Background: an optimization exercise with open tools, aiming at a short achievable clock period and few clock cycles. Do not read the settings as production practice.
Only simulation tests tie the RTL to the original design; equivalence was not proved.
No run shown here takes its clock network from TritonCTS; it comes from the design's own scripts or RTL.
The flow treats the clock pin as an ideal source. Dropping or thinning the clock tree relies on that and would not hold on a real chip.
Power is estimated from default activity; no workload was simulated.

### flow/flow/run.sh
#!/bin/bash
# Standard ORFS layout, with two changes in how it is made (the clock period
# and constraints stay the design's):
#  - the timing repair steps aim for a large setup slack (flow/margin.txt);
#  - the clock tree is a balanced two-level tree built by flow/cts_hook.tcl.
set -euo pipefail
MARGIN=$(cat flow/margin.txt)
HOOK=$PWD/flow/cts_hook.tcl
export PRE_CTS_TCL=$HOOK
bash standard.sh SETUP_SLACK_MARGIN=$MARGIN PRE_CTS_TCL=$HOOK finish > flow_make.log 2>&1
### flow/flow/cts_hook.tcl
# Build a two-level clock tree: NR root clkbuf_16 driven by the clk port, each
# driving a share of K leaf clkbuf_16 placed at k-means centres of the flops.
proc kmeans {pts k iters} {
  # pts: list of {x y}; returns list of centre {x y}
  set n [llength $pts]
  set cs {}
  for {set i 0} {$i < $k} {incr i} { lappend cs [lindex $pts [expr {int($i * $n / $k)}]] }
  for {set it 0} {$it < $iters} {incr it} {
    set sx [lrepeat $k 0.0]; set sy [lrepeat $k 0.0]; set sn [lrepeat $k 0]
    set asg {}
    foreach p $pts {
      lassign $p px py
      set best 0; set bd 1e30; set j 0
      foreach c $cs {
        lassign $c cx cy
        set d [expr {abs($px-$cx)+abs($py-$cy)}]
        if {$d < $bd} { set bd $d; set best $j }
        incr j
      }
      lappend asg $best
      lset sx $best [expr {[lindex $sx $best]+$px}]
      lset sy $best [expr {[lindex $sy $best]+$py}]
      lset sn $best [expr {[lindex $sn $best]+1}]
    }
    set ncs {}
    for {set j 0} {$j < $k} {incr j} {
      if {[lindex $sn $j] > 0} {
        lappend ncs [list [expr {[lindex $sx $j]/[lindex $sn $j]}] [expr {[lindex $sy $j]/[lindex $sn $j]}]]
      } else { lappend ncs [lindex $cs $j] }
    }
    set cs $ncs
  }
  return [list $cs $asg]
}

# Split a group of point indices into groups of at most cap points, by
# repeated two-way k-means.
proc split_group {pts idx cap} {
  if {[llength $idx] <= $cap} { return [list $idx] }
  set sub {}
  foreach i $idx { lappend sub [lindex $pts $i] }
  lassign [kmeans $sub 2 20] cs asg
  set a {}; set b {}
  set j 0
  foreach i $idx {
    if {[lindex $asg $j] == 0} { lappend a $i } else { lappend b $i }
    incr j
  }
  if {[llength $a] == 0 || [llength $b] == 0} {
    set h [expr {[llength $idx] / 2}]
    set a [lrange $idx 0 [expr {$h - 1}]]
    set b [lrange $idx $h end]
  }
  return [concat [split_group $pts $a $cap] [split_group $pts $b $cap]]
}

proc centre {pts idx} {
  set sx 0.0; set sy 0.0
  foreach i $idx { lassign [lindex $pts $i] x y; set sx [expr {$sx + $x}]; set sy [expr {$sy + $y}] }
  set n [llength $idx]
  return [list [expr {$sx / $n}] [expr {$sy / $n}]]
}

proc build_tree {K NR cap} {
  set db [ord::get_db]
  set block [ord::get_db_block]
  set master [$db findMaster sky130_fd_sc_hd__clkbuf_16]
  set clk [$block findNet clk]
  set sinks {}
  set pts {}
  foreach it [$clk getITerms] {
    set inst [$it getInst]
    set bb [$inst getBBox]
    lappend sinks $it
    lappend pts [list [expr {([$bb xMin]+[$bb xMax])/2.0}] [expr {([$bb yMin]+[$bb yMax])/2.0}]]
  }
  lassign [kmeans $pts $K 30] cs asg
  set groups {}
  for {set j 0} {$j < $K} {incr j} { lappend groups {} }
  set i 0
  foreach a $asg { lset groups $a [concat [lindex $groups $a] $i]; incr i }
  set leaves {}
  foreach g $groups {
    if {[llength $g] == 0} { continue }
    foreach h [split_group $pts $g $cap] { lappend leaves $h }
  }
  set lcs {}
  foreach g $leaves { lappend lcs [centre $pts $g] }
  puts "clock tree: [llength $sinks] sinks, [llength $leaves] leaf buffers, $NR roots"
  # roots: split the leaves into NR (1, 2 or 4) equal groups, by x then by y
  set order [lsort -real -index 1 [lmap c $lcs i [lsearch -all $lcs *] {list $i [lindex $c 0]}]]
  set nl [llength $lcs]
  set halves [list [lrange $order 0 [expr {$nl / 2 - 1}]] [lrange $order [expr {$nl / 2}] end]]
  if {$NR == 1} { set halves [list $order] }
  set groups2 {}
  foreach h $halves {
    if {$NR == 4} {
      set hy [lsort -real -index 1 [lmap e $h {list [lindex $e 0] [lindex [lindex $lcs [lindex $e 0]] 1]}]]
      set m [expr {[llength $hy] / 2}]
      lappend groups2 [lrange $hy 0 [expr {$m - 1}]] [lrange $hy $m end]
    } else {
      lappend groups2 $h
    }
  }
  set rasg [lrepeat $nl 0]
  set rcs {}
  set r 0
  foreach g $groups2 {
    set sx 0.0; set sy 0.0
    foreach e $g {
      set j [lindex $e 0]
      lset rasg $j $r
      lassign [lindex $lcs $j] x y
      set sx [expr {$sx + $x}]; set sy [expr {$sy + $y}]
    }
    lappend rcs [list [expr {$sx / [llength $g]}] [expr {$sy / [llength $g]}]]
    incr r
  }
  set rnets {}
  for {set r 0} {$r < $NR} {incr r} {
    set b [odb::dbInst_create $block $master "ctsroot_$r"]
    lassign [lindex $rcs $r] x y
    $b setLocation [expr {int($x)}] [expr {int($y)}]
    $b setPlacementStatus PLACED
    [$b findITerm A] connect $clk
    set n [odb::dbNet_create $block "clknet_root_$r"]
    $n setSigType CLOCK
    [$b findITerm X] connect $n
    lappend rnets $n
  }
  set j 0
  foreach g $leaves {
    set b [odb::dbInst_create $block $master "ctsleaf_$j"]
    lassign [lindex $lcs $j] x y
    $b setLocation [expr {int($x)}] [expr {int($y)}]
    $b setPlacementStatus PLACED
    [$b findITerm A] connect [lindex $rnets [lindex $rasg $j]]
    set n [odb::dbNet_create $block "clknet_leaf_$j"]
    $n setSigType CLOCK
    [$b findITerm X] connect $n
    foreach i $g {
      set it [lindex $sinks $i]
      $it disconnect
      $it connect $n
    }
    incr j
  }
}

# Place each output port's flip-flop next to the port's buffer, when the
# flip-flop drives nothing else (the detailed placement after this legalizes).
proc pull_output_flops {} {
  set block [ord::get_db_block]
  set moved 0
  foreach bt [$block getBTerms] {
    if {[$bt getIoType] != "OUTPUT"} { continue }
    set net [$bt getNet]
    set buf ""
    foreach it [$net getITerms] { if {[$it isOutputSignal]} { set buf [$it getInst] } }
    if {$buf == ""} { continue }
    set ait [$buf findITerm A]
    if {$ait == "NULL"} { continue }
    set ain [$ait getNet]
    if {$ain == "NULL"} { continue }
    set ff ""
    set nload 0
    foreach it [$ain getITerms] {
      if {[$it isOutputSignal]} { set ff [$it getInst] } else { incr nload }
    }
    if {$ff == "" || $nload != 1 || ![[$ff getMaster] isSequential]} { continue }
    lassign [$buf getLocation] x y
    $ff setLocation $x $y
    $ff setPlacementStatus PLACED
    incr moved
  }
  puts "pull_output_flops: moved $moved flip-flops"
}

# ---------------------------------------------------------------------------
# Hook run by ORFS's cts.tcl (PRE_CTS_TCL) after the placed design is loaded:
# build a balanced two-level tree (4 root clkbuf_16 on the clock port, leaf
# clkbuf_16 at k-means centres of the flip-flops, at most 24 flip-flops each, a quarter of the leaves on each root)
# instead of TritonCTS's three-level H-tree, then make the flow's own
# clock_tree_synthesis call a no-op. Every flip-flop sees the same two buffer
# levels; nothing is skewed on purpose.
pull_output_flops
set nsinks [llength [[[ord::get_db_block] findNet clk] getITerms]]
set nleaf [expr {($nsinks + 21) / 22}]
build_tree $nleaf 4 24
set_propagated_clock [all_clocks]
rename clock_tree_synthesis __orig_clock_tree_synthesis
proc clock_tree_synthesis {args} {
  puts "clock tree built by cts_hook.tcl; TritonCTS skipped"
}
### flow/flow/margin.txt
26
### flow/standard.sh
#!/bin/bash
# synth_recipe.tcl (not shown) runs the flow's synth.tcl, then flattens the netlist and writes it again
# the make line also repeats each setting of config.mk as NAME=value (left out here)
make -C /OpenROAD-flow-scripts/flow DESIGN_CONFIG=/design/flow/config.mk WORK_HOME=/design/flow/orfs CLKGATE_MAP_FILE= SYNTH_SCRIPT=/design/flow/synth_recipe.tcl "${@:-finish}"
### flow/config.mk
export PLATFORM = sky130hd
export DESIGN_NAME = ARM
export DESIGN_NICKNAME = ARM
export VERILOG_FILES = /design/flow/design.v
export SDC_FILE = /design/flow/constraint.sdc
export NUM_CORES = 4
export LEC_CHECK = 0
export ABC_CLOCK_PERIOD_IN_PS = 3000
export CAP_MARGIN = 20
export CORE_MARGIN = 2
export CORE_UTILIZATION = 50
export SLEW_MARGIN = 20
### flow/constraint.sdc
create_clock -name core_clock -period 33.0 [get_ports {clk}]
set_input_delay 6.6000 -clock core_clock [delete_from_list [all_inputs] [get_ports {clk}]]
set_output_delay 6.6000 -clock core_clock [all_outputs]
set_load 0.01 [all_outputs]
### flow/design.v
module ARM (
  input clk, rst,
  output [31:0] imem_addr,
  input [31:0] imem_rdata,
  output [31:0] dmem_addr, dmem_wdata,
  output dmem_we, dmem_re,
  input [31:0] dmem_rdata
);
  function cond_ok(input [3:0] cond, input n, input z, input c, input v);
    case (cond)
      4'b0000: cond_ok = z;
      4'b0001: cond_ok = !z;
      4'b0010: cond_ok = c;
      4'b0011: cond_ok = !c;
      4'b0100: cond_ok = n;
      4'b0101: cond_ok = !n;
      4'b0110: cond_ok = v;
      4'b0111: cond_ok = !v;
      4'b1000: cond_ok = c & !z;
      4'b1001: cond_ok = !c & z;
      4'b1010: cond_ok = (n == v);
      4'b1011: cond_ok = (n != v);
      4'b1100: cond_ok = !z & (n == v);
      4'b1101: cond_ok = z | (n != v);
      4'b1110: cond_ok = 1'b1;
      default: cond_ok = 1'b0;
    endcase
  endfunction
  reg [29:0] pc;                  
  reg [31:0] ir;
  reg [29:0] id_pc, id_pc4;       
  reg        id_valid;
  reg        btb_v;
  reg [29:0] btb_tag, btb_tgt;
  reg [3:0]  btb_cond;
  reg        fN, fZ, fC, fV;
  reg        ex_wb, ex_S, ex_ld, ex_st;
  reg [3:0]  ex_cond, ex_rd;
  reg [31:0] ex_a, ex_m, ex_b;
  reg        ex_bm;               
  reg [3:0]  sa, sm;              
  reg        ex_arith, ex_sub, ex_c1, ex_cuse, ex_cinv;
  reg        ex_and, ex_orr, ex_eor, ex_mov, ex_mvn;
  reg [31:0] mem_res, mem_wdata;
  reg [3:0]  mem_rd;
  reg        mem_wb, mem_we, mem_re;
  reg [31:0] wb_ld, wb_alu;
  reg        wb_isld, wb_wb;
  reg [3:0]  wb_rd;
  reg [31:0] rf [0:14];
  wire cp = cond_ok(ex_cond, fN, fZ, fC, fV);
  wire [31:0] A = ({32{sa[0]}} & mem_res) | ({32{sa[1]}} & wb_ld) |
                  ({32{sa[2]}} & wb_alu)  | ({32{sa[3]}} & ex_a);
  wire [31:0] M = ({32{sm[0]}} & mem_res) | ({32{sm[1]}} & wb_ld) |
                  ({32{sm[2]}} & wb_alu)  | ({32{sm[3]}} & ex_m);
  wire [31:0] B = ex_b | ({32{ex_bm}} & M);
  wire [31:0] Bx = B ^ {32{ex_sub}};
  wire cin = ex_c1 | (ex_cuse & (fC ^ ex_cinv));
  wire [32:0] sum = {1'b0, A} + {1'b0, Bx} + {32'd0, cin};
  wire [31:0] lres = ({32{ex_and}} & (A & B)) | ({32{ex_orr}} & (A | B)) |
                     ({32{ex_eor}} & (A ^ B)) | ({32{ex_mov}} & B) |
                     ({32{ex_mvn}} & ~B);
  wire [31:0] res = ex_arith ? sum[31:0] : lres;
  wire [31:0] pp = A ^ Bx;
  wire [31:0] kk = {A[30:0] | Bx[30:0], cin};
  wire z_arith = &(~(pp ^ kk));
  wire z_logic = ~|lres;
  wire nN = res[31];
  wire nZ = ex_arith ? z_arith : z_logic;
  wire nC = ex_arith & (sum[32] ^ ex_sub);
  wire nV = ex_arith & ((A[31] & Bx[31] & !sum[31]) | (!A[31] & !Bx[31] & sum[31]));
  wire setf = ex_S & cp;
  wire fN_n = setf ? nN : fN;
  wire fZ_n = setf ? nZ : fZ;
  wire fC_n = setf ? nC : fC;
  wire fV_n = setf ? nV : fV;
  wire [31:0] di = ir;
  wire [1:0] mode = di[27:26];
  wire [3:0] opc = di[24:21];
  wire       is_br = (mode == 2'b10);
  wire       is_mem = (mode == 2'b01);
  wire       d_ld = is_mem & di[20];
  wire       d_st = is_mem & !di[20];
  wire       d_S = (mode == 2'b00) & di[20];
  wire       d_wb = !(opc == 4'b1010) & !(opc == 4'b1000) & !is_br & !d_st;
  wire       d_useimm = is_mem | di[25];
  wire [3:0] rn = di[19:16];
  wire [3:0] rd = di[15:12];
  wire [3:0] s2 = d_st ? rd : di[3:0];
  wire       use_rn = !((mode != 2'b01) & ((opc == 4'b1101) | (opc == 4'b1111)));
  wire       use_s2 = d_st | !d_useimm;
  wire br_taken = id_valid & is_br & cond_ok(di[31:28], fN_n, fZ_n, fC_n, fV_n);
  wire [29:0] br_target = id_pc4 + {{6{di[23]}}, di[23:0]};
  wire ex_w = ex_wb & cp;
  wire hE_a = ex_w & (ex_rd == rn);
  wire hM_a = mem_wb & (mem_rd == rn);
  wire hE_m = ex_w & (ex_rd == s2);
  wire hM_m = mem_wb & (mem_rd == s2);
  wire need_sh = !d_useimm & (di[11:7] != 5'd0);
  wire stall = id_valid & !is_br &
               ((ex_ld & cp & ((use_rn & (ex_rd == rn)) | (use_s2 & (ex_rd == s2)))) |
                (need_sh & (hE_m | (hM_m & mem_re))));
  wire [63:0] irot = {24'd0, di[7:0], 24'd0, di[7:0]} >> {di[11:8], 1'b0};
  wire [31:0] d_imm = is_mem ? {{20{di[11]}}, di[11:0]} :
                      di[25] ? irot[31:0] : 32'd0;
  wire [4:0] shamt = di[11:7];
  wire [1:0] shtyp = di[6:5];
  wire [4:0] d_rot = (shtyp == 2'b00) ? (5'd0 - shamt) : shamt;
  wire [31:0] d_mask = d_useimm ? 32'd0 :
                       (shtyp == 2'b00) ? (32'hffffffff << shamt) :
                       (shtyp == 2'b11) ? 32'hffffffff :
                       (32'hffffffff >> shamt);
  wire o_mov = (opc == 4'b1101), o_mvn = (opc == 4'b1111);
  wire o_add = (opc == 4'b0100), o_adc = (opc == 4'b0101);
  wire o_sub = (opc == 4'b0010) | (opc == 4'b1010), o_sbc = (opc == 4'b0110);
  wire o_and = (opc == 4'b0000) | (opc == 4'b1000), o_orr = (opc == 4'b1100);
  wire o_eor = (opc == 4'b0001);
  wire [31:0] wb_val = wb_isld ? wb_ld : wb_alu;
  wire [31:0] rf_rn = (rn == 4'd15) ? 32'd0 : rf[rn];
  wire [31:0] rf_s2 = (s2 == 4'd15) ? 32'd0 : rf[s2];
  wire [31:0] rn_val = (wb_wb & (wb_rd == rn)) ? wb_val : rf_rn;
  wire [31:0] s2_val = (wb_wb & (wb_rd == s2)) ? wb_val : rf_s2;
  wire [31:0] m_id = hM_m ? mem_res : s2_val;
  wire [63:0] rot2 = {m_id, m_id} >> d_rot;
  wire [31:0] d_b = d_useimm ? d_imm : need_sh ? (rot2[31:0] & d_mask) : 32'd0;
  wire        zp_ok = id_valid & d_S & (di[31:28] == 4'b1110) & di[25] & o_sub &
                      !hE_a & !hM_a;
  wire        zp = (rn_val == d_imm);
  wire        zp_nt = zp_ok & (((btb_cond == 4'b0001) & zp) | ((btb_cond == 4'b0000) & !zp));
  wire        pred = btb_v & (pc == btb_tag) & !zp_nt;
  wire [29:0] pc_seq = pred ? btb_tgt : pc + 30'd1;
  wire        eq_t = (pc == br_target);
  wire        eq_n = (pc == id_pc4);
  wire [29:0] pc_nt = eq_n ? pc_seq : id_pc4;
  wire [29:0] pc_t  = eq_t ? pc_seq : br_target;
  wire        ok_nt = !id_valid | eq_n;
  wire go = id_valid & !is_br & !stall;
  wire [29:0] pc_next = stall ? pc :
                        br_taken ? pc_t :
                        id_valid ? pc_nt : pc_seq;
  always @(posedge clk or posedge rst) begin
    if (rst) begin
      pc <= 30'd0;
      id_valid <= 1'b0;
      btb_v <= 1'b0;
      {fN, fZ, fC, fV} <= 4'b0;
      {ex_wb, ex_S, ex_ld, ex_st} <= 4'b0;
      {mem_wb, mem_re} <= 2'b0;
      wb_wb <= 1'b0;
    end else begin
      pc <= pc_next;
      if (stall) begin
      end else if (br_taken) begin
        id_valid <= eq_t;
        if (!eq_t) btb_v <= 1'b1;
      end else begin
        id_valid <= ok_nt;
      end
      {fN, fZ, fC, fV} <= {fN_n, fZ_n, fC_n, fV_n};
      ex_wb <= go & d_wb;
      ex_S  <= go & d_S;
      ex_ld <= go & d_ld;
      ex_st <= go & d_st;
      mem_wb <= ex_w;
      mem_re <= ex_ld & cp;
      wb_wb <= mem_wb;
    end
  end
  reg [29:0] o_ia;
  reg [31:0] o_da;
  reg        o_re;
  always @(posedge clk) begin
    o_ia <= rst ? 30'd0 : pc_next;    
    o_da <= (ex_ld | ex_st) ? res : 32'd0;
    o_re <= !rst & ex_ld & cp;
    mem_we <= !rst & ex_st & cp;
  end
  always @(posedge clk) begin
    if (!stall) ir <= imem_rdata;
    if (!stall) begin
      id_pc <= pc;
      id_pc4 <= pc + 30'd1;
    end
    if (!stall && br_taken && !eq_t) begin
      btb_tag <= id_pc;
      btb_tgt <= br_target;
      btb_cond <= di[31:28];
    end
    ex_cond <= di[31:28];
    ex_rd <= rd;
    ex_a <= rn_val;
    ex_m <= s2_val;
    ex_b <= d_b;
    ex_bm <= !d_useimm & !need_sh;
    sa <= {!hE_a & !hM_a, !hE_a & hM_a & !mem_re, !hE_a & hM_a & mem_re, hE_a};
    sm <= {!hE_m & !hM_m, !hE_m & hM_m & !mem_re, !hE_m & hM_m & mem_re, hE_m};
    ex_arith <= o_add | o_adc | o_sub | o_sbc;
    ex_sub <= o_sub | o_sbc;
    ex_c1 <= o_sub;
    ex_cuse <= o_adc | o_sbc;
    ex_cinv <= o_sbc;
    ex_and <= o_and;
    ex_orr <= o_orr;
    ex_eor <= o_eor;
    ex_mov <= o_mov;
    ex_mvn <= o_mvn;
    mem_res <= res;
    mem_wdata <= M;
    mem_rd <= ex_rd;
    wb_ld <= dmem_rdata;
    wb_alu <= mem_res;
    wb_isld <= mem_re;
    wb_rd <= mem_rd;
    if (wb_wb && wb_rd != 4'd15) rf[wb_rd] <= wb_val;
  end
  assign imem_addr = {o_ia, 2'b00};
  assign dmem_addr = o_da;
  assign dmem_wdata = mem_wdata;
  assign dmem_we = mem_we;
  assign dmem_re = o_re;
endmodule
==> run notes, run 1 <==
outcome timing/DRC/antenna clean; LEAKAGE 23.0 nW; clock-pin slew on the worst setup and hold paths 0.09 ns; Mapped Cells 4,928; Remaining DRCs 0; Fill cells 9,321; routed len/inst 30.9 µm; Post-DP HPWL 135 mm; Metal-1 WL 81.6 mm; r2r setup slk 26.27 ns; combinational fraction of design power 0.373; PortBufs 161; Worst-Margin Slew 1.11 ns; cts hold-fix bufs 0; Net Sw Frac 0.376; Final Worst Setup Slack 25.45 ns; Placed Instances 6,313; highest routed layer met5; commonest cells in the synthesized netlist 636 x edfxtp_1, 484 x nand2_1, 328 x dfxtp_1, 297 x mux2i_1, 277 x clkbuf_1; layout cells sized above 1 0.154; Pint 2.46 mW; Peak supply drop 0.0000546 V; post-route minimum period 7.55 ns; CP Buf/Inv Count 1; Levels on crit path 1; wire length on met3 18.6 mm; GRT Util Overall 0.342; global-route wire length before repair 284 mm; library cells used by synthesis 102; CP cell instances buf_6; core area 109,000 µm²; FF/Latch Area 26,800 µm²; FF+latch count, synth 1,007; Place WS 24.15 ns; area grow syn2layout 9.63%; pwr/cell area 65.2 nW/µm²; register area share after synthesis 0.485; CP Data Required Time 26.40 ns; crit-path leading delay family flip-flops; RR Endpoint o_ia[22]$_SDFF_PP0_; Placed Instance Area 58,300 µm²; Die X 336 µm; fin. max-slew vios 0; ys async rst share 0.0427; crit share post-route 0.229; r2r worst-path depth 21; Worst Skew 0.0484 ns; Met2 Wirelength 87.3 mm; clock latency on the worst-skew pair 0.50 ns; WP data arrival 0.95 ns; io pins 164; worst setup path end imem_addr[7]; DRT iter0 DRCs 5,775; area of the die 113,000 µm²; crit end category output port; worst hold path class flip-flop to flip-flop; Post-synth EDFFs 636; Reg-to-Reg Start sm[0]$_DFF_P_; antenna-violating nets left 0; Netlist Area Pre-Place 55,100 µm²; Multi-input gate area 26,600 µm²; Initial Util 0.505; Max stage delay cell, worst path dfxtp_2; kind of critical path flip-flop to output port; Ys Warns 1; design area 60,400 µm²; Die Ht 336 µm; P_sw 1.48 mW; final setup vio count 0; # rows 121; vias 42.5k; slew margin rel. 0.258; count leader, synth edfxtp_1; Synth area leaders edfxtp_1 35%, dfxtp_1 12%, mux4_2 6.7%; fin cells 6,401; Congestion Overflow GR 0; Crit. Startpoint o_ia[5]$_SDFF_PP0_; vias in the first global route 40.2k; hold_ws 0.363 ns; final setup TNS 0 ns; final hold violation count 0; ys flop type edfxtp_1; Synth top area share 0.346; Worst Setup Start Kind flip-flop; Largest Register rf; final wirelength 198 mm; initial antenna violation count 10; RSZ-0062 raised after global routing true; Largest stage delay, worst path 0.33 ns; pin count of the biggest net entering global routing 68; power share of the sequential group 0.441; Mapped Avg Cell Area 11.2 µm²; DRT Pass-1 Iters 8; Via density 6.63; nets 5,154; Max Cap Viol 0; global placement routability congestion 0.996; Yosys top cell by area edfxtp_1; Clock power frac 0.186; Crit Path Max Fanout 1; max reg flops 480; fmax 0.132 GHz
[metrics by stage]
stage / total power [mW] / util
2_1_floorplan: 2.63 / -
3_3_place_gp: 3.16 / 0.534
3_5_place_dp: 3.17 / 0.534
4_1_cts: 3.88 / 0.549
5_1_grt: 4.10 / 0.554
6_report: 3.94 / 0.554
[final cells by class]
class | instances | share of cell area
antenna | 5 | 0.000207
sequential | 1007 | 0.444
multi-input combinational | 3338 | 0.439
inverter | 217 | 0.0136
buffer | 64 | 0.0265
timing repair buffer | 294 | 0.0455
tap | 1476 | 0.0306
[layout by cell type, fill, tap and decap left out, types with 28 or more instances in the layout]
| cell type | n |
|---|---|
| nand3_1 | 135 |
| mux2i_1 | 292 |
| nand4_1 | 49 |
| inv_1 | 212 |
| nand2_1 | 466 |
| o221ai_1 | 47 |
| nor2b_1 | 46 |
| a311oi_1 | 67 |
| a21oi_1 | 180 |
| dfxtp_2 | 77 |
| mux4_2 | 165 |
| o21ai_0 | 201 |
| nor4_1 | 36 |
| mux2_2 | 105 |
| o22ai_1 | 53 |
| dfrtp_1 | 43 |
| clkdlybuf4s50_1 | 64 |
| o211ai_1 | 37 |
| nand2b_1 | 41 |
| a21o_1 | 75 |
| ha_1 | 163 |
| xnor2_1 | 171 |
| edfxtp_1 | 636 |
| buf_6 | 77 |
| nor2_1 | 186 |
| a22oi_1 | 206 |
| buf_4 | 114 |
| clkbuf_16 | 64 |
| nor3_1 | 33 |
| and2_1 | 28 |
| dfxtp_1 | 249 |
| xor2_1 | 84 |
| a31oi_1 | 30 |
[worst min-delay path by stage]
| stage | start | end | slack [ns] | cells past startpoint |
|---|---|---|---|---|
| final | mem_res[10]$_DFF_P_ | wb_alu[10]$_DFF_P_ | 0.36 | 0 |
| after floorplan | ir[29]$_DFFE_PN_ | ex_cond[1]$_DFF_P_ | 0.36 | 0 |
| after global placement | mem_rd[3]$_DFF_P_ | wb_rd[3]$_DFF_P_ | 0.38 | 0 |
| after global routing | mem_res[11]$_DFF_P_ | wb_alu[11]$_DFF_P_ | 0.38 | 0 |
| after detailed placement | mem_res[5]$_DFF_P_ | wb_alu[5]$_DFF_P_ | 0.38 | 0 |
| after CTS | mem_res[0]$_DFF_P_ | wb_alu[0]$_DFF_P_ | 0.37 | 0 |
[repair_timing]
action / 4_1_cts / 5_1_grt
setup buffers: 13 / 2
resized for setup: 479 / 122
setup endpoints to repair: 246 / 202
pin swaps: 4 / 9
gates cloned: 3 / 1
[kinds of logic (layout without fill, tap and decap cells)]
group                    after synthesis  in the layout  synth area share
other                                  1              7         0.0000680
AND/OR/NAND/NOR                     1179           1181             0.101
adder cells (fa/ha/maj)              166            166            0.0381
multiplexers                         573            573             0.144
flip-flops                          1007           1007             0.485
XOR/XNOR                             265            265            0.0443
AO/OA/AOI/OAI                       1151           1151             0.145
buffers and inverters                586            575            0.0419
[routing by layer]
metal	up-vias	track usage
li1	18500	-
met1	21100	0.481
met2	2415	0.524
met3	416	0.0519
met4	6	0.151
met5	-	0
[power groups by stage]
stage	clock network, mW	logic [mW]	registers, mW
after floorplan	0	0.968	1.66
after CTS	0.742	1.41	1.73
after global placement	0	1.41	1.75
final	0.732	1.47	1.74
after global routing	0.784	1.57	1.75
after detailed placement	0	1.41	1.75
Testbench counts, summed over its fixed seeds: cycles 39,811.
==> run 2, diff against run 1 <==
--- a/flow/design.v
+++ b/flow/design.v
@@ -28,5 +28,6 @@
   endfunction
   reg [29:0] pc;                  
-  reg [31:0] ir;
+  reg [31:0] ir, ir_hold;
+  reg        use_hold;
   reg [29:0] id_pc, id_pc4;       
   reg        id_valid;
@@ -37,6 +38,6 @@
   reg        ex_wb, ex_S, ex_ld, ex_st;
   reg [3:0]  ex_cond, ex_rd;
-  reg [31:0] ex_a, ex_m, ex_b;
-  reg        ex_bm;               
+  reg [31:0] ex_a, ex_m, ex_imm, ex_mask;
+  reg [4:0]  ex_rot;
   reg [3:0]  sa, sm;              
   reg        ex_arith, ex_sub, ex_c1, ex_cuse, ex_cinv;
@@ -54,5 +55,6 @@
   wire [31:0] M = ({32{sm[0]}} & mem_res) | ({32{sm[1]}} & wb_ld) |
                   ({32{sm[2]}} & wb_alu)  | ({32{sm[3]}} & ex_m);
-  wire [31:0] B = ex_b | ({32{ex_bm}} & M);
+  wire [63:0] rot2 = {M, M} >> ex_rot;
+  wire [31:0] B = (rot2[31:0] & ex_mask) | ex_imm;
   wire [31:0] Bx = B ^ {32{ex_sub}};
   wire cin = ex_c1 | (ex_cuse & (fC ^ ex_cinv));
@@ -75,5 +77,5 @@
   wire fC_n = setf ? nC : fC;
   wire fV_n = setf ? nV : fV;
-  wire [31:0] di = ir;
+  wire [31:0] di = use_hold ? ir_hold : ir;
   wire [1:0] mode = di[27:26];
   wire [3:0] opc = di[24:21];
@@ -93,12 +95,6 @@
   wire [29:0] br_target = id_pc4 + {{6{di[23]}}, di[23:0]};
   wire ex_w = ex_wb & cp;
-  wire hE_a = ex_w & (ex_rd == rn);
-  wire hM_a = mem_wb & (mem_rd == rn);
-  wire hE_m = ex_w & (ex_rd == s2);
-  wire hM_m = mem_wb & (mem_rd == s2);
-  wire need_sh = !d_useimm & (di[11:7] != 5'd0);
-  wire stall = id_valid & !is_br &
-               ((ex_ld & cp & ((use_rn & (ex_rd == rn)) | (use_s2 & (ex_rd == s2)))) |
-                (need_sh & (hE_m | (hM_m & mem_re))));
+  wire stall = id_valid & !is_br & ex_ld & cp &
+               ((use_rn & (ex_rd == rn)) | (use_s2 & (ex_rd == s2)));
   wire [63:0] irot = {24'd0, di[7:0], 24'd0, di[7:0]} >> {di[11:8], 1'b0};
   wire [31:0] d_imm = is_mem ? {{20{di[11]}}, di[11:0]} :
@@ -121,7 +117,8 @@
   wire [31:0] rn_val = (wb_wb & (wb_rd == rn)) ? wb_val : rf_rn;
   wire [31:0] s2_val = (wb_wb & (wb_rd == s2)) ? wb_val : rf_s2;
-  wire [31:0] m_id = hM_m ? mem_res : s2_val;
-  wire [63:0] rot2 = {m_id, m_id} >> d_rot;
-  wire [31:0] d_b = d_useimm ? d_imm : need_sh ? (rot2[31:0] & d_mask) : 32'd0;
+  wire hE_a = ex_w & (ex_rd == rn);
+  wire hM_a = mem_wb & (mem_rd == rn);
+  wire hE_m = ex_w & (ex_rd == s2);
+  wire hM_m = mem_wb & (mem_rd == s2);
   wire        zp_ok = id_valid & d_S & (di[31:28] == 4'b1110) & di[25] & o_sub &
                       !hE_a & !hM_a;
@@ -136,5 +133,5 @@
   wire        ok_nt = !id_valid | eq_n;
   wire go = id_valid & !is_br & !stall;
-  wire [29:0] pc_next = stall ? pc :
+  wire [29:0] pc_next = (stall | rst) ? pc :
                         br_taken ? pc_t :
                         id_valid ? pc_nt : pc_seq;
@@ -143,4 +140,5 @@
       pc <= 30'd0;
       id_valid <= 1'b0;
+      use_hold <= 1'b0;
       btb_v <= 1'b0;
       {fN, fZ, fC, fV} <= 4'b0;
@@ -149,4 +147,5 @@
       wb_wb <= 1'b0;
     end else begin
+      use_hold <= stall;
       pc <= pc_next;
       if (stall) begin
@@ -171,5 +170,5 @@
   reg        o_re;
   always @(posedge clk) begin
-    o_ia <= rst ? 30'd0 : pc_next;    
+    o_ia <= pc_next;
     o_da <= (ex_ld | ex_st) ? res : 32'd0;
     o_re <= !rst & ex_ld & cp;
@@ -177,5 +176,6 @@
   end
   always @(posedge clk) begin
-    if (!stall) ir <= imem_rdata;
+    ir <= imem_rdata;
+    if (stall) ir_hold <= di;
     if (!stall) begin
       id_pc <= pc;
@@ -191,6 +191,7 @@
     ex_a <= rn_val;
     ex_m <= s2_val;
-    ex_b <= d_b;
-    ex_bm <= !d_useimm & !need_sh;
+    ex_imm <= d_imm;
+    ex_mask <= d_mask;
+    ex_rot <= d_rot;
     sa <= {!hE_a & !hM_a, !hE_a & hM_a & !mem_re, !hE_a & hM_a & mem_re, hE_a};
     sm <= {!hE_m & !hM_m, !hE_m & hM_m & !mem_re, !hE_m & hM_m & mem_re, hE_m};
==> run 2 against run 1 <==
  * Still clean
  * Final area up 6.6%
  * Sequential share of layout area fell by 0.76 points
  * Sequential cell count up 65
  * Sequential power increased by 6%
  * Critical endpoint is now pc[8]$_DFF_PP0_
  * Largest cell class unchanged
==> run notes, run 2 <==
outcome timing/DRC/antenna clean; Synth area leaders edfxtp_1 34%, dfxtp_1 14%, mux4_2 6.4%; Die X 340 µm; ys flop type edfxtp_1; Placed Instances 6,687; Worst Setup Start Kind input pin; Yosys top cell by area edfxtp_1; global placement routability congestion 1.01; r2r setup slk 25.51 ns; RR Endpoint btb_tag[2]$_DFFE_PP_; kind of critical path input pin to flip-flop; count leader, synth edfxtp_1; global-route wire length before repair 311 mm; slew margin rel. 0.170; layout cells sized above 1 0.182; Mapped Cells 5,260; DRT iter0 DRCs 6,128; final hold violation count 0; fin. max-slew vios 0; Die Ht 340 µm; Max Cap Viol 0; max reg flops 480; DRT Pass-1 Iters 6; antenna-violating nets left 0; register area share after synthesis 0.496; LEAKAGE 24.3 nW; Netlist Area Pre-Place 56,600 µm²; Crit Path Max Fanout 6; Congestion Overflow GR 0; Final Worst Setup Slack 25.34 ns; worst hold path class flip-flop to flip-flop; crit share post-route 0.232; PortBufs 161; commonest cells in the synthesized netlist 636 x edfxtp_1, 585 x nand2_1, 392 x dfxtp_1, 282 x nor2_1, 250 x a21oi_1; clock-pin slew on the worst setup and hold paths 0.10 ns; Worst Skew 0.0965 ns; ys async rst share 0.0410; vias in the first global route 43.4k; core area 112,000 µm²; WP data arrival 8.00 ns; fmax 0.131 GHz; FF+latch count, synth 1,072; CP Data Required Time 33.34 ns; hold_ws 0.336 ns; Remaining DRCs 0; # rows 123; area of the die 116,000 µm²; GRT Util Overall 0.364; pin count of the biggest net entering global routing 96; Synth top area share 0.338; hold path endpoint wb_alu[6]$_DFF_P_; Largest Register rf; Post-DP HPWL 146 mm; post-route minimum period 7.66 ns; vias 45.8k; final setup vio count 0; final wirelength 217 mm; library cells used by synthesis 100; most common cell after layout, fill and taps aside edfxtp_1; most frequent cells in the layout 636 x edfxtp_1, 561 x nand2_1, 323 x dfxtp_1; Cells on Worst Hold Path 0; Place WS 22.74 ns; pwr/cell area 66.0 nW/µm²; clock latency on the worst-skew pair 0.56 ns; Reg-to-Reg Start sm[0]$_DFF_P_; io pins 164; Peak supply drop 0.0000603 V; crit end category flip-flop; routed len/inst 31.5 µm; RSZ-0062 raised after global routing true; Worst-Margin Slew 1.25 ns; Via density 6.63; initial antenna violation count 11; Ys Warns 1; Hold Path Origin mem_res[6]$_DFF_P_; Mapped Avg Cell Area 10.8 µm²; final setup TNS 0 ns; r2r worst-path depth 31; Initial Util 0.503; Post-synth EDFFs 636; cts hold-fix bufs 0; area grow syn2layout 14.0%; fin cells 6,906; nets 5,636
## run 2: timing repair
item,CTS,global route
endpoints found under the setup margin,292,222
buffers inserted,107,16
resized for setup,700,109
pin swaps,77,27
cloned,21,3
## run 2: cell type report
class	count	area [µm²]
timing repair buffer	414	4100
multi-input combinational	3590	27500
sequential	1072	28100
antenna	3	7.51
inverter	253	1010
buffer	69	1730
timing repair inverter	5	66.3
fill	9489	47900
tap	1500	1880
## run 2: how the worst max path moves through the flow
| stage | startpoint | to | slack [ns] |
|---|---|---|---|
| 2_1_floorplan | rst | pc[27]$_DFF_PP0_ | 24.62 |
| 3_3_place_gp | ex_rot[2]$_DFF_P_ | btb_tgt[16]$_DFFE_PP_ | 22.86 |
| 3_5_place_dp | ex_rot[2]$_DFF_P_ | btb_tgt[14]$_DFFE_PP_ | 22.74 |
| 4_1_cts | mem_wdata[31]$_DFF_P_ | dmem_wdata[31] | 25.38 |
| 5_1_grt | rst | pc[8]$_DFF_PP0_ | 25.34 |
| 6_report | rst | pc[8]$_DFF_PP0_ | 25.34 |
## run 2: kinds of logic after synthesis
kind of cell,Yosys count,share of synthesized area
compound gates,1249,0.151
xor+xnor,297,0.0460
fa+ha+maj,165,0.0369
buf+inv,604,0.0416
flops,1072,0.496
mux,407,0.109
other cells,1,0.0000663
simple gates,1465,0.120
## run 2: layer usage
metal  routed length (µm)  track usage
met1                87900        0.507
met2                95500        0.559
met3                21400       0.0604
met4                12400        0.163
met5                    9            0
## run 2: power breakdown
group          leakage [nW]  switching, mW  internal (mW)
registers              9.71          0.187           1.66
logic                  13.7          0.999          0.618
clock network         0.850          0.425          0.365
## run 2: worst max-delay path, stage by stage
cell and delay (ns):
buf_6 0.08, clkinvlp_4 0.10, buf_16 0.15, nand2_8 0.07, buf_12 0.12, nor2_4 0.03
buf_12 0.19, buf_12 0.13, inv_12 0.10, a211oi_2 0.04, a221o_1 0.37
## run 2: stage by stage
step                 util  cell area, µm²  total power, mW
floorplan               -           56600             2.71
global placement    0.533           59900             3.28
detailed placement  0.533           59900             3.28
CTS                 0.568           63800             4.17
global route        0.574           64400             4.40
finish              0.574           64400             4.25
Testbench counts of run 2, summed over its fixed seeds: cycles 39,416.
==> run 3, diff against run 2 <==
--- a/flow/design.v
+++ b/flow/design.v
@@ -28,6 +28,5 @@
   endfunction
   reg [29:0] pc;                  
-  reg [31:0] ir, ir_hold;
-  reg        use_hold;
+  reg [31:0] ir;
   reg [29:0] id_pc, id_pc4;       
   reg        id_valid;
@@ -38,6 +37,9 @@
   reg        ex_wb, ex_S, ex_ld, ex_st;
   reg [3:0]  ex_cond, ex_rd;
-  reg [31:0] ex_a, ex_m, ex_imm, ex_mask;
-  reg [4:0]  ex_rot;
+  reg [31:0] ex_a, ex_m, ex_b;
+  reg        ex_bm;               
+  reg        ex_late;             
+  reg [4:0]  ex_rot2;
+  reg [31:0] ex_mask2;
   reg [3:0]  sa, sm;              
   reg        ex_arith, ex_sub, ex_c1, ex_cuse, ex_cinv;
@@ -55,6 +57,5 @@
   wire [31:0] M = ({32{sm[0]}} & mem_res) | ({32{sm[1]}} & wb_ld) |
                   ({32{sm[2]}} & wb_alu)  | ({32{sm[3]}} & ex_m);
-  wire [63:0] rot2 = {M, M} >> ex_rot;
-  wire [31:0] B = (rot2[31:0] & ex_mask) | ex_imm;
+  wire [31:0] B = ex_b | ({32{ex_bm}} & M);
   wire [31:0] Bx = B ^ {32{ex_sub}};
   wire cin = ex_c1 | (ex_cuse & (fC ^ ex_cinv));
@@ -72,4 +73,15 @@
   wire nC = ex_arith & (sum[32] ^ ex_sub);
   wire nV = ex_arith & ((A[31] & Bx[31] & !sum[31]) | (!A[31] & !Bx[31] & sum[31]));
+  wire [63:0] rot2x = {mem_res, mem_res} >> ex_rot2;
+  wire [31:0] B2 = rot2x[31:0] & ex_mask2;
+  wire [31:0] B2x = B2 ^ {32{ex_sub}};
+  wire [32:0] sum2 = {1'b0, A} + {1'b0, B2x} + {32'd0, cin};
+  wire [31:0] lres2 = ({32{ex_and}} & (A & B2)) | ({32{ex_orr}} & (A | B2)) |
+                      ({32{ex_eor}} & (A ^ B2)) | ({32{ex_mov}} & B2) |
+                      ({32{ex_mvn}} & ~B2);
+  wire [31:0] res2 = ex_arith ? sum2[31:0] : lres2;
+  wire n2C = ex_arith & (sum2[32] ^ ex_sub);
+  wire n2V = ex_arith & ((A[31] & B2x[31] & !sum2[31]) | (!A[31] & !B2x[31] & sum2[31]));
+  wire [31:0] resx = ex_late ? res2 : res;
   wire setf = ex_S & cp;
   wire fN_n = setf ? nN : fN;
@@ -77,5 +89,9 @@
   wire fC_n = setf ? nC : fC;
   wire fV_n = setf ? nV : fV;
-  wire [31:0] di = use_hold ? ir_hold : ir;
+  wire fN_r = !setf ? fN : ex_late ? res2[31] : nN;
+  wire fZ_r = !setf ? fZ : ex_late ? ~|res2 : nZ;
+  wire fC_r = !setf ? fC : ex_late ? n2C : nC;
+  wire fV_r = !setf ? fV : ex_late ? n2V : nV;
+  wire [31:0] di = ir;
   wire [1:0] mode = di[27:26];
   wire [3:0] opc = di[24:21];
@@ -95,6 +111,14 @@
   wire [29:0] br_target = id_pc4 + {{6{di[23]}}, di[23:0]};
   wire ex_w = ex_wb & cp;
-  wire stall = id_valid & !is_br & ex_ld & cp &
-               ((use_rn & (ex_rd == rn)) | (use_s2 & (ex_rd == s2)));
+  wire hE_a = ex_w & (ex_rd == rn);
+  wire hM_a = mem_wb & (mem_rd == rn);
+  wire hE_m = ex_w & (ex_rd == s2);
+  wire hM_m = mem_wb & (mem_rd == s2);
+  wire need_sh = !d_useimm & (di[11:7] != 5'd0);
+  wire late = need_sh & hE_m;
+  wire stall = id_valid &
+               ((!is_br & ex_ld & cp & ((use_rn & (ex_rd == rn)) | (use_s2 & (ex_rd == s2)))) |
+                (!is_br & need_sh & !hE_m & hM_m & mem_re) |
+                (is_br & ex_late & ex_S));
   wire [63:0] irot = {24'd0, di[7:0], 24'd0, di[7:0]} >> {di[11:8], 1'b0};
   wire [31:0] d_imm = is_mem ? {{20{di[11]}}, di[11:0]} :
@@ -117,8 +141,7 @@
   wire [31:0] rn_val = (wb_wb & (wb_rd == rn)) ? wb_val : rf_rn;
   wire [31:0] s2_val = (wb_wb & (wb_rd == s2)) ? wb_val : rf_s2;
-  wire hE_a = ex_w & (ex_rd == rn);
-  wire hM_a = mem_wb & (mem_rd == rn);
-  wire hE_m = ex_w & (ex_rd == s2);
-  wire hM_m = mem_wb & (mem_rd == s2);
+  wire [31:0] m_id = hM_m ? mem_res : s2_val;
+  wire [63:0] rot2 = {m_id, m_id} >> d_rot;
+  wire [31:0] d_b = d_useimm ? d_imm : need_sh ? (rot2[31:0] & d_mask) : 32'd0;
   wire        zp_ok = id_valid & d_S & (di[31:28] == 4'b1110) & di[25] & o_sub &
                       !hE_a & !hM_a;
@@ -133,5 +156,5 @@
   wire        ok_nt = !id_valid | eq_n;
   wire go = id_valid & !is_br & !stall;
-  wire [29:0] pc_next = (stall | rst) ? pc :
+  wire [29:0] pc_next = stall ? pc :
                         br_taken ? pc_t :
                         id_valid ? pc_nt : pc_seq;
@@ -140,5 +163,4 @@
       pc <= 30'd0;
       id_valid <= 1'b0;
-      use_hold <= 1'b0;
       btb_v <= 1'b0;
       {fN, fZ, fC, fV} <= 4'b0;
@@ -147,5 +169,4 @@
       wb_wb <= 1'b0;
     end else begin
-      use_hold <= stall;
       pc <= pc_next;
       if (stall) begin
@@ -156,5 +177,5 @@
         id_valid <= ok_nt;
       end
-      {fN, fZ, fC, fV} <= {fN_n, fZ_n, fC_n, fV_n};
+      {fN, fZ, fC, fV} <= {fN_r, fZ_r, fC_r, fV_r};
       ex_wb <= go & d_wb;
       ex_S  <= go & d_S;
@@ -170,12 +191,11 @@
   reg        o_re;
   always @(posedge clk) begin
-    o_ia <= pc_next;
-    o_da <= (ex_ld | ex_st) ? res : 32'd0;
+    o_ia <= rst ? 30'd0 : pc_next;    
+    o_da <= (ex_ld | ex_st) ? res : 32'd0;    
     o_re <= !rst & ex_ld & cp;
     mem_we <= !rst & ex_st & cp;
   end
   always @(posedge clk) begin
-    ir <= imem_rdata;
-    if (stall) ir_hold <= di;
+    if (!stall) ir <= imem_rdata;
     if (!stall) begin
       id_pc <= pc;
@@ -191,7 +211,9 @@
     ex_a <= rn_val;
     ex_m <= s2_val;
-    ex_imm <= d_imm;
-    ex_mask <= d_mask;
-    ex_rot <= d_rot;
+    ex_b <= d_b;
+    ex_bm <= !d_useimm & !need_sh;
+    ex_late <= late;
+    ex_rot2 <= d_rot;
+    ex_mask2 <= d_mask;
     sa <= {!hE_a & !hM_a, !hE_a & hM_a & !mem_re, !hE_a & hM_a & mem_re, hE_a};
     sm <= {!hE_m & !hM_m, !hE_m & hM_m & !mem_re, !hE_m & hM_m & mem_re, hE_m};
@@ -206,5 +228,5 @@
     ex_mov <= o_mov;
     ex_mvn <= o_mvn;
-    mem_res <= res;
+    mem_res <= resx;
     mem_wdata <= M;
     mem_rd <= ex_rd;
--- a/flow/flow/cts_hook.tcl
+++ b/flow/flow/cts_hook.tcl
@@ -133,4 +133,9 @@
     set b [odb::dbInst_create $block $master "ctsleaf_$j"]
     lassign [lindex $lcs $j] x y
+    # move the leaf part of the way towards its root: shorter root nets,
+    # longer leaf nets (which have 16 times the drive between them)
+    lassign [lindex $rcs [lindex $rasg $j]] rx ry
+    set x [expr {$x + 0.9 * ($rx - $x)}]
+    set y [expr {$y + 0.9 * ($ry - $y)}]
     $b setLocation [expr {int($x)}] [expr {int($y)}]
     $b setPlacementStatus PLACED
==> run 3 against run 2 <==
  * Power increased by 45%
  * Sequential share of layout area decreased by 3.6 points
  * Clock skew decreased by 0.032 ns
  * Via count increased by 18%
  * Utilization decreased by 2.5 points
  * First-iteration DRC count increased by 24%
  * Combinational power increased by 110%
  * Global-route usage increased by 0.064 points
  * Die area increased by 12%
  * Largest cell class is now multi-input combinational cells
  * Critical path depth decreased by 10
  * Maximum frequency increased by 2.3%
  * Highest routed layer unchanged
  * Sequential cell count decreased by 27
==> run notes, run 3 <==
DRT iter0 DRCs 7,584; routed len/inst 31.1 µm; wire length on met3 26.1 mm; Util after Layout 0.548; Post-synth EDFFs 636; ys flop type edfxtp_1; RSZ-0062 raised after global routing true; FF+latch count, synth 1,045; Max stage delay cell, worst path dfxtp_2; pin count of the biggest net entering global routing 172; Post-DP HPWL 168 mm; crit-path leading delay family flip-flops; design area 69,000 µm²; Placed Instance Area 66,700 µm²; Max Cap Viol 0; Multi-input gate area 33,400 µm²; FF/Latch Area 27,600 µm²; Peak supply drop 0.0000582 V; Synth top area share 0.301; Die X 360 µm; Yosys top cell by area edfxtp_1; Met2 Wirelength 108 mm; core area 126,000 µm²; post-route minimum period 7.49 ns; vias in the first global route 50.1k; Crit Path Max Fanout 1; nets 6,639; layout cells sized above 1 0.126; commonest cells in the synthesized netlist 765 x nand2_1, 636 x edfxtp_1, 366 x dfxtp_1, 325 x nor2_1, 323 x clkbuf_1; fin. max-slew vios 0; Fill cells 11.1k; count leader, synth nand2_1; most frequent cells in the layout 760 x nand2_1, 636 x edfxtp_1, 310 x nor2_1; Largest Register rf; Die Ht 360 µm; Worst Setup Start Kind flip-flop; crit share post-route 0.227; register area share after synthesis 0.433; highest routed layer met5; DRT Pass-1 Iters 9; pwr/cell area 89.3 nW/µm²; Worst-Margin Slew 1.25 ns; outcome timing/DRC/antenna clean; LEAKAGE 26.8 nW; PortBufs 161; Initial Util 0.505; ys async rst share 0.0411; CP Data Required Time 26.40 ns; antenna-violating nets left 0; WP data arrival 0.89 ns; max reg flops 480; initial antenna violation count 8; final wirelength 248 mm; global-route wire length before repair 352 mm; crit end category output port; kind of critical path flip-flop to output port; io pins 164; Remaining DRCs 0; area grow syn2layout 8.64%; Netlist Area Pre-Place 63,500 µm²; Mapped Cells 6,357; CP Buf/Inv Count 1; Via density 6.78; cts hold-fix bufs 0; Mapped Avg Cell Area 9.98 µm²; # rows 130; global placement routability congestion 1.03; Congestion Overflow GR 0; Metal-1 WL 99.6 mm; Synth area leaders edfxtp_1 30%, dfxtp_1 12%, ha_1 5.1%; fmax 0.134 GHz; worst hold path class flip-flop to flip-flop; Placed Instances 7,871; most common cell after layout, fill and taps aside nand2_1; Ys Warns 1; final setup vio count 0; clock-pin slew on the worst setup and hold paths 0.11 ns; final setup TNS 0 ns; Largest stage delay, worst path 0.34 ns; vias 54.0k; clock latency on the worst-skew pair 0.45 ns; CP cell instances buf_6; final hold violation count 0; area of the die 130,000 µm²; GRT Util Overall 0.364; slew margin rel. 0.159; library cells used by synthesis 111; fin cells 7,960; Worst Skew 0.0648 ns
[run 3: changes by cell type in the layout (fill, tap and decap cells not counted), moves of 89 or more]
cell / delta
a311oi_1: +92
xnor2_1: +89
a211oi_1: +138
ha_1: +102
nand2_1: +199
mux2i_1: +116
[run 3: cell families (layout without fill, tap and decap cells)]
| family | Yosys count | count (layout) | share of synthesized area |
|---|---|---|---|
| compound gates | 1690 | 1691 | 0.186 |
| xor+xnor | 308 | 308 | 0.0436 |
| fa+ha+maj | 264 | 264 | 0.0526 |
| buf+inv | 749 | 693 | 0.0492 |
| flops | 1045 | 1045 | 0.433 |
| mux | 523 | 523 | 0.106 |
| other cells | 1 | 5 | 0.0000591 |
| simple gates | 1777 | 1781 | 0.129 |
[run 3: power breakdown]
group,internal [mW],leakage (nW),total [mW],switching (mW)
sequential,1.75,9.52,2.01,0.257
combinational,1.21,16.4,3.36,2.15
clock,0.351,0.801,0.785,0.434
total,3.31,26.8,6.16,2.84
[run 3: stage by stage]
stage               worst slack [ns]  hold WS, ns  power, mW
floorplan                      25.59        0.366       4.05
global placement               24.15        0.382       5.20
detailed placement             24.11        0.383       5.22
CTS                            25.51        0.395       6.01
global route                   25.49        0.403       6.41
finish                         25.51        0.401       6.16
[run 3: path summary, 6_finish.rpt]
| check | from | end | slack [ns] | cells after the start |
|---|---|---|---|---|
| setup / recovery | o_da[28]$_SDFF_PN0_ | dmem_addr[28] | 25.51 | 1 |
| hold / removal | ex_rd[2]$_DFF_P_ | mem_rd[2]$_DFF_P_ | 0.40 | 0 |
| setup reg to reg | ir[20]$_DFFE_PN_ | ex_b[15]$_DFF_P_ | 26.09 | 17 |
| hold reg to reg | ex_rd[2]$_DFF_P_ | mem_rd[2]$_DFF_P_ | 0.40 | 0 |
| max in group asynchronous | rst | pc[2]$_DFF_PP0_ | 26.00 | 5 |
| min in group asynchronous | rst | pc[17]$_DFF_PP0_ | 6.27 | 3 |
[run 3: what timing repair did]
item / 4_1_cts / 5_1_grt
resized for setup: 501 / 111
endpoints found under the setup margin: 289 / 235
cloned: 6 / 4
buffers inserted: 8 / 2
pin swaps: 10 / 12
[run 3: metal layers]
layer / up-vias / GRT usage
met2: 3308 / 0.556
met3: 546 / 0.0649
met5: - / 0
met1: 26500 / 0.507
met4: 2 / 0.163
li1: 23600 / -
[run 3: final cells by class]
class,count,area share
Timing Repair inverter,3,0.000490
Multi-Input combinational cell,4569,0.484
Sequential cell,1045,0.400
Antenna cell,3,0.000109
Inverter,281,0.0156
Timing Repair Buffer,344,0.0454
Tap cell,1650,0.0299
Buffer,65,0.0236
Testbench counts of run 3, summed over its fixed seeds: cycles 39,566.
==> run 4, diff against run 3 <==
--- a/flow/flow/cts_hook.tcl
+++ b/flow/flow/cts_hook.tcl
@@ -136,6 +136,6 @@
     # longer leaf nets (which have 16 times the drive between them)
     lassign [lindex $rcs [lindex $rasg $j]] rx ry
-    set x [expr {$x + 0.9 * ($rx - $x)}]
-    set y [expr {$y + 0.9 * ($ry - $y)}]
+    set x [expr {$x + 0.6 * ($rx - $x)}]
+    set y [expr {$y + 0.6 * ($ry - $y)}]
     $b setLocation [expr {int($x)}] [expr {int($y)}]
     $b setPlacementStatus PLACED
==> run 4 against run 3 <==
  * Worst setup slack worse by 0.031 ns
  * Global-route usage decreased by 0.20 points
  * Still clean
  * Final cell count barely moved
  * First-iteration DRC count down 3.3%
  * Final area barely moved
  * Critical path depth unchanged
  * Critical endpoint unchanged
==> run notes, run 4 <==
outcome timing/DRC/antenna clean; pwr/cell area 89.0 nW/µm²; vias 54.0k; most frequent cells in the layout 764 x nand2_1, 636 x edfxtp_1, 310 x nor2_1; Post-DP HPWL 168 mm; vias in the first global route 49.9k; Netlist Area Pre-Place 63,500 µm²; layout cells sized above 1 0.125; CP cell instances buf_6; Peak supply drop 0.0000429 V; register area share after synthesis 0.433; io pins 164; final setup vio count 0; pin count of the biggest net entering global routing 172; Yosys top cell by area edfxtp_1; Initial Util 0.505; global placement routability congestion 1.03; LEAKAGE 26.7 nW; Crit Path Max Fanout 1; FF+latch count, synth 1,045; Multi-input gate area 33,400 µm²; clock-pin slew on the worst setup and hold paths 0.10 ns; Post-synth EDFFs 636; commonest cells in the synthesized netlist 765 x nand2_1, 636 x edfxtp_1, 366 x dfxtp_1, 325 x nor2_1, 323 x clkbuf_1; Synth area leaders edfxtp_1 30%, dfxtp_1 12%, ha_1 5.1%; Fill cells 11.2k; FF/Latch Area 27,600 µm²; CP Data Required Time 26.40 ns; area of the die 130,000 µm²; crit share post-route 0.228; # rows 130; crit-path leading delay family flip-flops; most common cell after layout, fill and taps aside nand2_1; Synth top area share 0.301; global-route wire length before repair 350 mm; fmax 0.133 GHz; post-route minimum period 7.52 ns; library cells used by synthesis 111; GRT Util Overall 0.362; Largest Register rf; initial antenna violation count 7; Worst Setup Start Kind flip-flop; DRT Pass-1 Iters 8; ys flop type edfxtp_1; final wirelength 246 mm; count leader, synth nand2_1; Final Worst Setup Slack 25.48 ns; core area 126,000 µm²; Die Ht 360 µm; worst hold path class flip-flop to flip-flop; clock latency on the worst-skew pair 0.47 ns; PortBufs 161; routed len/inst 30.9 µm; ys async rst share 0.0411; Max stage delay cell, worst path dfxtp_2; Max Cap Viol 0; Via density 6.78; antenna-violating nets left 0; max reg flops 480; Mapped Cells 6,357; crit end category output port; Die X 360 µm; Mapped Avg Cell Area 9.98 µm²; Ys Warns 1; nets 6,638; Worst-Margin Slew 1.22 ns; WP data arrival 0.92 ns; RSZ-0062 raised after global routing true; area grow syn2layout 8.60%; Remaining DRCs 0; fin. max-slew vios 0; cts hold-fix bufs 0; Place WS 24.11 ns; kind of critical path flip-flop to output port; DRT iter0 DRCs 7,334; CP Buf/Inv Count 1; slew margin rel. 0.184; Largest stage delay, worst path 0.33 ns; final hold violation count 0; Worst Skew 0.0851 ns; Congestion Overflow GR 0; final setup TNS 0 ns
[run 4: timing repair]
| item | 4_1_cts | 5_1_grt |
|---|---|---|
| cloned | 6 | 3 |
| pin swaps | 9 | 12 |
| gates resized for setup | 498 | 100 |
| buffers inserted | 7 | 3 |
| setup endpoints to repair | 282 | 232 |
[run 4: metrics by stage]
stage	cell area, µm²	utilization	power [mW]	instances	hold slack, ns
after floorplan	63600	-	4.05	6358	0.366
after global placement	66700	0.531	5.20	7871	0.382
after detailed placement	66700	0.531	5.22	7871	0.383
after CTS	68400	0.544	5.99	7949	0.394
after global routing	68900	0.548	6.39	7957	0.403
final	68900	0.548	6.14	7964	0.397
[run 4: logic make-up (layout without fill, tap and decap cells)]
logic type | Yosys count | in the layout | synth area share
AO/OA/AOI/OAI | 1690 | 1691 | 0.186
XOR/XNOR | 308 | 308 | 0.0436
adder cells (fa/ha/maj) | 264 | 264 | 0.0526
buffers and inverters | 749 | 691 | 0.0492
flip-flops | 1045 | 1045 | 0.433
multiplexers | 523 | 523 | 0.106
other | 1 | 10 | 0.0000591
AND/OR/NAND/NOR | 1777 | 1782 | 0.129
[run 4: layout make-up]
class,count,area share
Antenna cell,8,0.000290
Tap cell,1650,0.0300
Multi-Input combinational cell,4570,0.484
Timing Repair inverter,2,0.000363
Inverter,281,0.0156
Sequential cell,1045,0.401
Buffer,65,0.0236
Timing Repair Buffer,343,0.0452
[run 4: power by group]
| part | total [mW] | switching [mW] | internal, mW | leakage, nW |
|---|---|---|---|---|
| Clock | 0.774 | 0.426 | 0.349 | 0.801 |
| Combinational | 3.35 | 2.15 | 1.21 | 16.4 |
| Sequential | 2.01 | 0.255 | 1.75 | 9.52 |
| Total | 6.14 | 2.83 | 3.31 | 26.7 |
[run 4: final timing paths]
path,start,endpoint,slack [ns],depth (start not counted)
worst max-delay path,o_da[28]$_SDFF_PN0_,dmem_addr[28],25.48,1
worst min-delay path,ex_rd[0]$_DFF_P_,mem_rd[0]$_DFF_P_,0.40,0
worst max register to register,ir[20]$_DFFE_PN_,ex_b[24]$_DFF_P_,26.17,17
worst min register to register,ex_rd[0]$_DFF_P_,mem_rd[0]$_DFF_P_,0.40,0
max in group asynchronous,rst,ex_S$_DFF_PP0_,26.14,4
min in group asynchronous,rst,pc[27]$_DFF_PP0_,6.24,3
[run 4: worst register-to-register path: cells and delay by family (launching register included)]
| kind | cells | cell delay (ns) |
|---|---|---|
| buffers and inverters | 4 | 2.21 |
| AO/OA/AOI/OAI | 6 | 2.13 |
| multiplexers | 4 | 1.01 |
| flip-flops | 1 | 0.73 |
| AND/OR/NAND/NOR | 2 | 0.54 |
| XOR/XNOR | 1 | 0.19 |
[run 4: layer usage]
layer,vias up,routed length [µm],GRT usage,share of wire
li1,23600,-,-,-
met1,26600,100000,0.505,0.41
met2,3321,108000,0.552,0.44
met3,544,25100,0.0639,0.10
met4,2,13000,0.163,0.053
met5,-,12,0,0.000049
==> run 5, diff against run 4 <==
--- a/flow/design.v
+++ b/flow/design.v
@@ -40,4 +40,5 @@
   reg        ex_bm;               
   reg        ex_late;             
+  reg        ex_sdl;              
   reg [4:0]  ex_rot2;
   reg [31:0] ex_mask2;
@@ -118,5 +119,5 @@
   wire late = need_sh & hE_m;
   wire stall = id_valid &
-               ((!is_br & ex_ld & cp & ((use_rn & (ex_rd == rn)) | (use_s2 & (ex_rd == s2)))) |
+               ((!is_br & ex_ld & cp & ((use_rn & (ex_rd == rn)) | (use_s2 & !d_st & (ex_rd == s2)))) |
                 (!is_br & need_sh & !hE_m & hM_m & mem_re) |
                 (is_br & ex_late & ex_S));
@@ -214,4 +215,5 @@
     ex_bm <= !d_useimm & !need_sh;
     ex_late <= late;
+    ex_sdl <= d_st & ex_ld & cp & (ex_rd == s2);
     ex_rot2 <= d_rot;
     ex_mask2 <= d_mask;
@@ -229,5 +231,5 @@
     ex_mvn <= o_mvn;
     mem_res <= resx;
-    mem_wdata <= M;
+    mem_wdata <= ex_sdl ? dmem_rdata : M;
     mem_rd <= ex_rd;
     wb_ld <= dmem_rdata;
--- a/flow/flow/cts_hook.tcl
+++ b/flow/flow/cts_hook.tcl
@@ -136,6 +136,6 @@
     # longer leaf nets (which have 16 times the drive between them)
     lassign [lindex $rcs [lindex $rasg $j]] rx ry
-    set x [expr {$x + 0.6 * ($rx - $x)}]
-    set y [expr {$y + 0.6 * ($ry - $y)}]
+    set x [expr {$x + 0.9 * ($rx - $x)}]
+    set y [expr {$y + 0.9 * ($ry - $y)}]
     $b setLocation [expr {int($x)}] [expr {int($y)}]
     $b setPlacementStatus PLACED
==> run 5 against run 4 <==
  * Critical path depth stayed put
  * Register-to-register slack worse by 0.16 ns
  * Maximum frequency is 0.62% higher
  * Final area is 0.60% lower
  * Critical endpoint is now imem_addr[18]
  * Critical path type unchanged
  * Power is 0.53% lower
  * Hold slack worse by 0.00079 ns
  * Sequential cell count is 1 higher
  * Via count is 6.0% lower
  * Area after synthesis is 0.74% lower
==> run notes, run 5 <==
Congestion Overflow GR 0; antenna-violating nets left 0; routed len/inst 33.0 µm; Ys Warns 1; Remaining DRCs 0; kind of critical path flip-flop to output port; Post-DP HPWL 176 mm; Yosys top cell by area edfxtp_1; Largest stage delay, worst path 0.33 ns; most common cell after layout, fill and taps aside edfxtp_1; Initial Util 0.502; slew margin rel. 0.118; final setup vio count 0; Netlist Area Pre-Place 63,000 µm²; global placement routability congestion 1.04; area of the die 129,000 µm²; crit-path leading delay family flip-flops; # rows 130; DRT iter0 DRCs 7,189; LEAKAGE 26.5 nW; fin. max-slew vios 0; Largest Register rf; CP Data Required Time 26.40 ns; global-route wire length before repair 350 mm; io pins 164; most frequent cells in the layout 636 x edfxtp_1, 491 x nand2_1, 430 x mux2i_1; Die Ht 359 µm; Mapped Cells 5,907; Hold Path Origin ex_rd[0]$_DFF_P_; hold path endpoint mem_rd[0]$_DFF_P_; clock-pin slew on the worst setup and hold paths 0.10 ns; WP data arrival 0.87 ns; vias 50.8k; GRT Util Overall 0.370; pwr/cell area 89.1 nW/µm²; PortBufs 161; commonest cells in the synthesized netlist 636 x edfxtp_1, 492 x nand2_1, 434 x mux2i_1, 367 x dfxtp_1, 301 x nor2_1; worst hold path class flip-flop to flip-flop; design area 68,500 µm²; register area share after synthesis 0.437; ys flop type edfxtp_1; pin count of the biggest net entering global routing 130; Synth top area share 0.303; vias in the first global route 47.1k; layout cells sized above 1 0.152; Worst-Margin Slew 1.31 ns; Max Cap Viol 0; Worst Setup Start Kind flip-flop; Placed Instance Area 66,200 µm²; post-route minimum period 7.47 ns; Synth area leaders edfxtp_1 30%, dfxtp_1 12%, mux2i_1 6.9%; crit end category output port; crit share post-route 0.226; ys async rst share 0.0411; max reg flops 480; nets 6,192; Post-synth EDFFs 636; initial antenna violation count 7; FF+latch count, synth 1,046; DRT Pass-1 Iters 8; RR Endpoint o_ia[10]$_SDFF_PP0_; count leader, synth edfxtp_1; Util after Layout 0.546; RSZ-0062 raised after global routing true; fmax 0.134 GHz; Via density 6.76; cts hold-fix bufs 0; Max stage delay cell, worst path dfxtp_2; Worst Skew 0.0633 ns; final hold violation count 0; CP Buf/Inv Count 1; Cells on Worst Hold Path 0; library cells used by synthesis 112; final wirelength 248 mm; outcome timing/DRC/antenna clean; area grow syn2layout 8.75%; Mapped Avg Cell Area 10.7 µm²; r2r worst-path depth 14; final setup TNS 0 ns; clock latency on the worst-skew pair 0.43 ns; Die X 359 µm; core area 125,000 µm²; Crit Path Max Fanout 1; total power draw 6.11 mW; CP cell instances buf_2; Peak supply drop 0.0000628 V; r2r setup slk 26.01 ns
run 5: cell types whose count changed in the layout (fill, tap and decap cells not counted), sizes merged, moves of 43 or more:
cell    delta
a21o      -51
nand3    -142
mux2      +73
a311oi    -61
mux2i    +134
inv       -43
a211oi    -58
nand2    -271
run 5: what timing repair did:
item / in CTS / in global routing
resized for setup: 539 / 97
endpoints found under the hold margin: 0 / 0
pin swaps: 15 / 7
gates cloned: 9 / 0
buffers inserted: 11 / 2
setup endpoints to repair: 261 / 187
run 5: power breakdown:
| part | switching, mW | internal [mW] |
|---|---|---|
| clock | 0.427 | 0.335 |
| sequential | 0.304 | 1.76 |
| combinational | 2.10 | 1.18 |
run 5: layer usage:
layer	share of wire	up-vias	global-route usage
met3	0.10	442	0.0632
li1	-	22100	-
met1	0.42	25400	0.527
met4	0.049	8	0.143
met5	0.00022	-	0
met2	0.43	2882	0.563
run 5: worst max path at each step:
stage / start / endpoint / slack, ns / depth (start not counted)
3_5_place_dp: rst / o_ia[18]$_SDFF_PP0_ / 24.09 / 5
3_3_place_gp: rst / o_ia[13]$_SDFF_PP0_ / 23.73 / 5
5_1_grt: o_re$_DFF_P_ / dmem_re / 25.49 / 1
6_report: o_ia[16]$_SDFF_PP0_ / imem_addr[18] / 25.53 / 1
4_1_cts: o_ia[16]$_SDFF_PP0_ / imem_addr[18] / 25.52 / 1
2_1_floorplan: rst / o_ia[20]$_SDFF_PP0_ / 25.01 / 5
run 5: stage by stage:
| stage | hold WS (ns) | cells | setup WS (ns) |
|---|---|---|---|
| after floorplan | 0.363 | 5908 | 25.01 |
| after global placement | 0.383 | 7423 | 23.73 |
| after detailed placement | 0.385 | 7425 | 24.09 |
| after CTS | 0.396 | 7507 | 25.52 |
| after global routing | 0.403 | 7510 | 25.49 |
| final | 0.396 | 7514 | 25.53 |
run 5: cell families (layout without fill, tap and decap cells):
logic type               count (synthesis)  after routing  synth area share
other                                    1              6         0.0000595
flip-flops                            1046           1046             0.437
AND/OR/NAND/NOR                       1346           1352             0.102
buffers and inverters                  676            622            0.0447
adder cells (fa/ha/maj)                265            265            0.0532
AO/OA/AOI/OAI                         1496           1496             0.165
XOR/XNOR                               307            307            0.0434
multiplexers                           770            770             0.155
run 5: area by class of cell:
type	count	area [µm²]
buffer	62	1550
inverter	243	921
tap	1650	2060
fill	10900	56900
antenna	4	10.0
timing repair buffer	317	2950
multi-input combinational	4192	33400
sequential	1046	27600
Testbench counts of run 5, summed over its fixed seeds: cycles 39,515.

[separate check: timing with driven ports]
No port has a modelled driver above. Below, the same layouts with a new extraction and two added sets of constraints. Step 1: set_driving_cell puts a clkbuf_16 on clk and a buf_2 on each other input, an assumption about the parent block. Step 2, shift: input delay + t, output delay - t, t = (earliest + latest rising clock arrival at the registers) / 2. This alone moves slack from input paths to output paths. a / b / c = no drivers / after step 1 / after step 2; a / b = the first two.
run	t, ns	slack for setup (ns)	worst setup path after step 2	clock arrival spread, ns	cell pins on the clock port's net
run 1	0.635	25.449 / 25.288 / 25.390	input to register	0.049 / 0.049	4
run 2	0.670	25.338 / 25.235 / 24.788	input to register	0.096 / 0.097	4
run 3	0.574	25.512 / 25.347 / 25.326	input to register	0.077 / 0.077	4
run 4	0.599	25.481 / 25.313 / 25.339	input to register	0.090 / 0.089	4
run 5	0.559	25.528 / 25.367 / 25.446	input to register	0.063 / 0.064	4
After both steps every run listed still meets setup and hold. The setup slack of run 2, which loses most, moves by -0.103 ns with the drivers and by -0.550 ns with both steps.
